Context: an optimization exercise on an open-source flow, tuned for small area. The choices shown serve that exercise and are no tape-out recipe.
Only simulation tests tie the RTL to the original design; equivalence was not proved.
The flow treats the clock pin as an ideal source. Dropping or thinning the clock tree relies on that and would not hold on a real chip.

==> trial 50 <==
==> flow/design.v (excerpt) <==
module kof_top(input wire clk, input wire rst, input wire [3:0] btn, input wire ps2d, ps2c,
			input wire [7:0] sw, output wire [3:0] an, output wire [7:0] segment,
			output wire hsync, vsync, output wire [2:0] rgb);
clock: 20.0 ns
lec_check: 0
cap_margin: 20
core_margin: 2
core_utilization: 60
slew_margin: 20
synth_memory_max_bits: 131072
standard.sh (not shown) runs the stock make flow with config.mk's settings and CLKGATE_MAP_FILE= SYNTH_SCRIPT=/design/flow/synth_recipe.tcl, a recipe that flattens the netlist after the stock synthesis.
==> flow/flow/run.sh <==
#!/bin/bash
set -euo pipefail
LIB=$FLOW_HOME/platforms/sky130hd/lib/sky130_fd_sc_hd__tt_025C_1v80.lib
RES=orfs/results/sky130hd/kof_top/base
T=${DEEPSYN_T:-150}
T2=${DEEPSYN_T2:-150}
ROUNDS=${DEEPSYN_ROUNDS:-2}
W=$PWD
bash standard.sh synth > synth.log 2>&1
cp $RES/1_2_yosys.v std_synth.v
python3 flow/mk_techmap.py $LIB > cells_comb.v
DU=$(sed -n '/DONT_USE_CELLS/,/^$/p' $FLOW_HOME/platforms/sky130hd/config.mk | grep -o "sky130_fd_sc_hd__[a-z0-9_]*" | sed 's/^/-dont_use /' | tr '\n' ' ')
remap() {  # remap NAME SCRIPT
  cat > remap_$1.ys <<EOS
read_liberty -lib $LIB
read_verilog std_synth.v
hierarchy -check -top kof_top
techmap -map cells_comb.v
techmap
opt -purge
abc -liberty $LIB $DU -script $2
splitnets
opt_clean -purge
hilomap -singleton -hicell sky130_fd_sc_hd__conb_1 HI -locell sky130_fd_sc_hd__conb_1 LO
insbuf -buf sky130_fd_sc_hd__buf_4 A X
opt_clean -purge
tee -o remap_stat_$1.txt stat -liberty $LIB
write_verilog -noattr -nohex -nodec remap_$1.v
EOS
  yosys -s remap_$1.ys > remap_$1.log 2>&1 || true
}
best_of() {  # print the name of the smallest remap_<name>.v among the given names
  for n in "$@"; do a=$(grep 'Chip area' remap_stat_$n.txt 2>/dev/null | awk '{print $NF}'); [ -n "$a" ] && [ -s remap_$n.v ] && echo "$a $n"; done | sort -g | head -1 | awk '{print $2}'
}
# round 1: deepsyn from the standard netlist, 4 seeds
for S in 0 1 2 3; do
  printf 'strash\n&get -n\n&deepsyn -T %s -S %s\n&put\nwrite_blif %s/deep_r1_%s.blif\namap\n' $T $S $W $S > r1_$S.abc
  remap r1_$S r1_$S.abc &
done
wait
# rounds 2..ROUNDS: deepsyn again from the previous round's best, 4 other seeds each
PREV=$(best_of r1_0 r1_1 r1_2 r1_3)
for R in $(seq 2 $ROUNDS); do
  names=""
  for k in 0 1 2 3; do
    S=$((4 * (R - 1) + k))
    printf 'read_blif %s/deep_%s.blif\nstrash\n&get -n\n&deepsyn -T %s -S %s\n&put\nwrite_blif %s/deep_r%s_%s.blif\namap\n' $W $PREV $T2 $S $W $R $S > r${R}_$S.abc
    remap r${R}_$S r${R}_$S.abc &
    names="$names r${R}_$S"
  done
  wait
  NEW=$(best_of $PREV $names)
  PREV=$NEW
done
# the last round's results mapped a few more ways
for f in deep_r${ROUNDS}_*.blif; do
  n=${f#deep_}; n=${n%.blif}
  printf 'read_blif %s/%s\nstrash\ndch -f\namap\n' $W $f > ${n}_b.abc
  printf 'read_blif %s/%s\nstrash\namap -F 5 -A 5\n' $W $f > ${n}_c.abc
  printf 'read_blif %s/%s\nstrash\ndch -f\namap -F 5 -A 5\n' $W $f > ${n}_d.abc
  for V in b c d; do remap ${n}_$V ${n}_$V.abc & done
done
wait
grep 'Chip area' remap_stat_*.txt > remap_areas.txt || true
BEST=$(for f in remap_stat_*.txt; do a=$(grep 'Chip area' $f | awk '{print $NF}'); n=${f#remap_stat_}; n=${n%.txt}; [ -n "$a" ] && [ -s remap_$n.v ] && echo "$a $n"; done | sort -g | head -1 | awk '{print $2}')
echo "best $BEST" >> remap_areas.txt
cp remap_$BEST.v $RES/1_2_yosys.v
rm -f $RES/1_synth.odb $RES/1_synth.sdc
# clock tree: after ORFS's CTS, flow/clock_tree.tcl rebuilds it as one clkbuf_8 root driving
# CT_NB or more clkbuf_8 buffers (more if the clock slew estimate is too high), each driving one
# cluster of flip-flops
export CT_NB=12 CT_LEAF=sky130_fd_sc_hd__clkbuf_8 CT_ROOT=sky130_fd_sc_hd__clkbuf_8 CT_MAX_SLEW=0.095
bash standard.sh BUFFER_PORTS_ARGS="-buffer_cell sky130_fd_sc_hd__buf_1" \
  CTS_ARGS="-sink_clustering_enable -repair_clock_nets -dont_use_dummy_load -buf_list sky130_fd_sc_hd__clkbuf_8" \
  POST_CTS_TCL=$W/flow/clock_tree.tcl finish > finish.log 2>&1
==> flow/flow/clock_tree.tcl <==
# Run after ORFS's clock tree synthesis (POST_CTS_TCL): replace its tree by a CT_ROOT buffer
# driving CT_NB buffers (CT_LEAF), each driving one cluster of the flip-flops (clusters of equal
# size by recursive bisection of their positions). If the estimated slew at any flip-flop clock
# pin exceeds CT_MAX_SLEW, the tree is rebuilt with more buffers.
set NB [expr {[info exists ::env(CT_NB)] ? $::env(CT_NB) : 12}]
set LEAF [expr {[info exists ::env(CT_LEAF)] ? $::env(CT_LEAF) : "sky130_fd_sc_hd__clkbuf_8"}]
set ROOT [expr {[info exists ::env(CT_ROOT)] ? $::env(CT_ROOT) : "sky130_fd_sc_hd__clkbuf_8"}]
set MAXS [expr {[info exists ::env(CT_MAX_SLEW)] ? $::env(CT_MAX_SLEW) : 0.095}]
set db [ord::get_db]
set block [ord::get_db_block]
set clknet [$block findNet clk]
# walk the tree from the clock port: buffers to remove, flip-flop clock pins to reconnect
set sinks {}
set oldbufs {}
set oldnets {}
set todo [list $clknet]
while {[llength $todo]} {
  set net [lindex $todo 0]
  set todo [lrange $todo 1 end]
  foreach it [$net getITerms] {
    if {![$it isInputSignal]} { continue }
    set inst [$it getInst]
    set mname [[$inst getMaster] getName]
    if {[string match "sky130_fd_sc_hd__clkbuf_*" $mname] || [string match "sky130_fd_sc_hd__clkinv_*" $mname] && [string match "clk*" [$inst getName]]} {
      if {[lsearch -exact $oldbufs $inst] < 0} {
        lappend oldbufs $inst
        foreach ot [$inst getITerms] {
          if {[$ot isOutputSignal] && [$ot getNet] ne "NULL"} {
            lappend oldnets [$ot getNet]
            lappend todo [$ot getNet]
          }
        }
      }
    } else {
      lappend sinks $it
    }
  }
}
puts "clock_tree.tcl: [llength $sinks] sinks, removing [llength $oldbufs] buffers"
foreach it $sinks { $it disconnect }
foreach inst $oldbufs { odb::dbInst_destroy $inst }
foreach net $oldnets { odb::dbNet_destroy $net }
set pos {}
foreach it $sinks {
  set b [[$it getInst] getBBox]
  lappend pos [list [expr {([$b xMin] + [$b xMax]) / 2}] [expr {([$b yMin] + [$b yMax]) / 2}] $it]
}
# recursive bisection into n clusters of (nearly) equal size
proc bisect {items n} {
  if {$n <= 1 || [llength $items] <= 1} { return [list $items] }
  set xs [lmap p $items {lindex $p 0}]; set ys [lmap p $items {lindex $p 1}]
  set w [expr {[tcl::mathfunc::max {*}$xs] - [tcl::mathfunc::min {*}$xs]}]
  set h [expr {[tcl::mathfunc::max {*}$ys] - [tcl::mathfunc::min {*}$ys]}]
  set k [expr {$w >= $h ? 0 : 1}]
  set s [lsort -integer -index $k $items]
  set n1 [expr {$n / 2}]
  set cut [expr {int(round([llength $s] * double($n1) / $n))}]
  return [concat [bisect [lrange $s 0 [expr {$cut - 1}]] $n1] [bisect [lrange $s $cut end] [expr {$n - $n1}]]]
}
proc build {nb} {
  global block db clknet pos LEAF ROOT made
  set made {}
  set clusters [bisect $pos $nb]
  set rb [odb::dbInst_create $block [$db findMaster $ROOT] "clkbuf_root"]
  set drv [odb::dbNet_create $block "clk_root"]
  $drv setSigType CLOCK
  [$rb findITerm A] connect $clknet
  [$rb findITerm X] connect $drv
  lappend made $rb $drv
  set ax 0; set ay 0; set k 0
  foreach c $clusters {
    if {![llength $c]} { continue }
    set buf [odb::dbInst_create $block [$db findMaster $LEAF] "clkbuf_leaf_$k"]
    set net [odb::dbNet_create $block "clk_leaf_$k"]
    $net setSigType CLOCK
    [$buf findITerm A] connect $drv
    [$buf findITerm X] connect $net
    set sx 0; set sy 0
    foreach p $c { [lindex $p 2] connect $net; incr sx [lindex $p 0]; incr sy [lindex $p 1] }
    set cx [expr {$sx / [llength $c]}]; set cy [expr {$sy / [llength $c]}]
    $buf setLocation $cx $cy
    $buf setPlacementStatus PLACED
    incr ax $cx; incr ay $cy
    lappend made $buf $net
    incr k
  }
  $rb setLocation [expr {$ax / $k}] [expr {$ay / $k}]
  $rb setPlacementStatus PLACED
}
proc teardown {} {
  global made pos
  foreach p $pos { [lindex $p 2] disconnect }
  foreach {i n} $made { odb::dbInst_destroy $i; odb::dbNet_destroy $n }
}
proc max_clk_slew {} {
  estimate_parasitics -placement
  set mx 0
  foreach p [get_pins -hierarchical */CLK] {
    set s [get_property $p slew_max]
    if {$s > $mx} { set mx $s }
  }
  return $mx
}
set_propagated_clock [all_clocks]
foreach nb [list $NB [expr {$NB + 2}] [expr {$NB + 4}] [expr {$NB + 6}] 24] {
  build $nb
  detailed_placement
  set s [max_clk_slew]
  puts "clock_tree.tcl: $nb leaf buffers, estimated max flip-flop clock slew $s"
  if {$s <= $MAXS || $nb >= 24} { break }
  teardown
}
check_placement -verbose
report_clock_skew
Other scripts of this flow, unchanged in this note and not shown: flow/flow/mk_techmap.py
==> build 93: changes against trial 50 <==
--- a/flow/flow/run.sh
+++ b/flow/flow/run.sh
@@ -4,5 +4,5 @@
 RES=orfs/results/sky130hd/kof_top/base
-T=${DEEPSYN_T:-150}
-T2=${DEEPSYN_T2:-150}
-ROUNDS=${DEEPSYN_ROUNDS:-2}
+T=${DEEPSYN_T:-240}
+T2=${DEEPSYN_T2:-240}
+ROUNDS=${DEEPSYN_ROUNDS:-4}
 W=$PWD
@@ -69,5 +69,4 @@
 # clock tree: after ORFS's CTS, flow/clock_tree.tcl rebuilds it as one clkbuf_8 root driving
-# CT_NB or more clkbuf_8 buffers (more if the clock slew estimate is too high), each driving one
-# cluster of flip-flops
-export CT_NB=12 CT_LEAF=sky130_fd_sc_hd__clkbuf_8 CT_ROOT=sky130_fd_sc_hd__clkbuf_8 CT_MAX_SLEW=0.095
+# CT_NB clkbuf_8 buffers, each driving one positional cluster of flip-flops
+export CT_NB=12 CT_LEAF=sky130_fd_sc_hd__clkbuf_8 CT_ROOT=sky130_fd_sc_hd__clkbuf_8
 bash standard.sh BUFFER_PORTS_ARGS="-buffer_cell sky130_fd_sc_hd__buf_1" \
==> flow/flow/clock_tree.tcl (replaced) <==
# Run after ORFS's clock tree synthesis (POST_CTS_TCL): replace its tree by a clkbuf root
# (CT_ROOT, optional) driving CT_NB buffers (CT_LEAF), each driving one positional cluster of
# the flip-flops; the clock port drives only the root (or the CT_NB <= 4 buffers).
set NB [expr {[info exists ::env(CT_NB)] ? $::env(CT_NB) : 4}]
set LEAF [expr {[info exists ::env(CT_LEAF)] ? $::env(CT_LEAF) : "sky130_fd_sc_hd__clkbuf_16"}]
set ROOT [expr {[info exists ::env(CT_ROOT)] ? $::env(CT_ROOT) : ""}]
set block [ord::get_db_block]
set clknet [$block findNet clk]
set bufm [[ord::get_db] findMaster $LEAF]
# walk the tree from the clock port: buffers to remove, flip-flop clock pins to reconnect
set sinks {}
set oldbufs {}
set oldnets {}
set todo [list $clknet]
while {[llength $todo]} {
  set net [lindex $todo 0]
  set todo [lrange $todo 1 end]
  foreach it [$net getITerms] {
    if {![$it isInputSignal]} { continue }
    set inst [$it getInst]
    set mname [[$inst getMaster] getName]
    if {[string match "sky130_fd_sc_hd__clkbuf_*" $mname] || [string match "sky130_fd_sc_hd__clkinv_*" $mname] && [string match "clk*" [$inst getName]]} {
      if {[lsearch -exact $oldbufs $inst] < 0} {
        lappend oldbufs $inst
        foreach ot [$inst getITerms] {
          if {[$ot isOutputSignal] && [$ot getNet] ne "NULL"} {
            lappend oldnets [$ot getNet]
            lappend todo [$ot getNet]
          }
        }
      }
    } else {
      lappend sinks $it
    }
  }
}
puts "clock_tree.tcl: [llength $sinks] sinks, removing [llength $oldbufs] buffers"
foreach it $sinks { $it disconnect }
foreach inst $oldbufs { odb::dbInst_destroy $inst }
foreach net $oldnets { odb::dbNet_destroy $net }
# sink positions
set pts {}
foreach it $sinks {
  set b [[$it getInst] getBBox]
  lappend pts [list [expr {([$b xMin] + [$b xMax]) / 2}] [expr {([$b yMin] + [$b yMax]) / 2}]]
}
# k-means, started from sinks spread along x+y
set n [llength $pts]
set order [lsort -integer -indices [lmap p $pts {expr {[lindex $p 0] + [lindex $p 1]}}]]
set cent {}
for {set k 0} {$k < $NB} {incr k} {
  lappend cent [lindex $pts [lindex $order [expr {int(($k + 0.5) * $n / $NB)}]]]
}
for {set iter 0} {$iter < 30} {incr iter} {
  set asg {}
  foreach p $pts {
    set best 0; set bd 1e30
    for {set k 0} {$k < $NB} {incr k} {
      set c [lindex $cent $k]
      set d [expr {abs([lindex $p 0] - [lindex $c 0]) + abs([lindex $p 1] - [lindex $c 1])}]
      if {$d < $bd} { set bd $d; set best $k }
    }
    lappend asg $best
  }
  set nc {}
  for {set k 0} {$k < $NB} {incr k} {
    set sx 0; set sy 0; set cnt 0
    foreach p $pts a $asg { if {$a == $k} { incr sx [lindex $p 0]; incr sy [lindex $p 1]; incr cnt } }
    if {$cnt} { lappend nc [list [expr {$sx / $cnt}] [expr {$sy / $cnt}]] } else { lappend nc [lindex $cent $k] }
  }
  set cent $nc
}
set drv $clknet
if {$ROOT ne ""} {
  set rb [odb::dbInst_create $block [[ord::get_db] findMaster $ROOT] "clkbuf_root"]
  set drv [odb::dbNet_create $block "clk_root"]
  $drv setSigType CLOCK
  [$rb findITerm A] connect $clknet
  [$rb findITerm X] connect $drv
  set sx 0; set sy 0
  foreach c $cent { incr sx [lindex $c 0]; incr sy [lindex $c 1] }
  $rb setLocation [expr {$sx / $NB}] [expr {$sy / $NB}]
  $rb setPlacementStatus PLACED
}
for {set k 0} {$k < $NB} {incr k} {
  set buf [odb::dbInst_create $block $bufm "clkbuf_leaf_$k"]
  set net [odb::dbNet_create $block "clk_leaf_$k"]
  $net setSigType CLOCK
  [$buf findITerm A] connect $drv
  [$buf findITerm X] connect $net
  foreach it $sinks a $asg { if {$a == $k} { $it connect $net } }
  set c [lindex $cent $k]
  $buf setLocation [lindex $c 0] [lindex $c 1]
  $buf setPlacementStatus PLACED
}
detailed_placement
check_placement -verbose
estimate_parasitics -placement
report_clock_skew
==> out/qor.csv <==
metric,value,unit
status,stopped before the end,
Stopped at,clock tree synthesis (4_1_cts),
Err,"Error: cts.tcl, 90 can't read ""pos"": no such variable",
DP Cell Count,1391,
width of the die,122.3,um
chip height,122.3,um
cell count after synthesis,1183,
placed wire-length estimate,18910,um
average instance area after synthesis,7.102,um^2
the above is filed under trial 50

==> out/qor.csv <==
metric,value,unit
Critical Path Source Type,register,
chip height,122.4,um
DP Cell Count,1410,
placed wire-length estimate,19620,um
Worst Reg-to-Reg Cells,31,
status,"complete, no violations",
width of the die,122.4,um
Max Fclk,127.7,MHz
reg2reg end,rgb_reg[0]$_SDFFE_PP0P_,
Pleak,2.925,nW
average instance area after synthesis,7.001,um^2
cell count after synthesis,1202,
the above is filed under build 93

The clock cells of build 93 come from the design's own scripts or RTL, not from TritonCTS.

-- what the ideal ports hide --
The flow's constraints put no driver on any port. The routed layout listed below was extracted and timed again, unchanged, in two steps.
Step 1 sets driving cells, clkbuf_16 on the clock port and buf_2 on the other inputs (assumed; they add their load-dependent delay and slew).
Step 2, shift: input delay + t, output delay - t, t = (earliest + latest rising clock arrival at the registers) / 2. This alone moves slack from input paths to output paths.
Three values: ideal ports, drivers, drivers and shift; two values: the first two.
run: build 93
t, ns: 0.490
setup slack, ns: 12.168 / 12.168 / 12.168
hold slack, ns: 0.433 / 0.433 / 0.433
worst register clock-pin slew, ns: 0.11 / 0.11
cell pins on the clock port's net: 1
After both steps setup and hold are still met in build 93. For build 93, drivers alone change the setup slack by 0.000 ns; drivers and shift together by 0.000 ns.
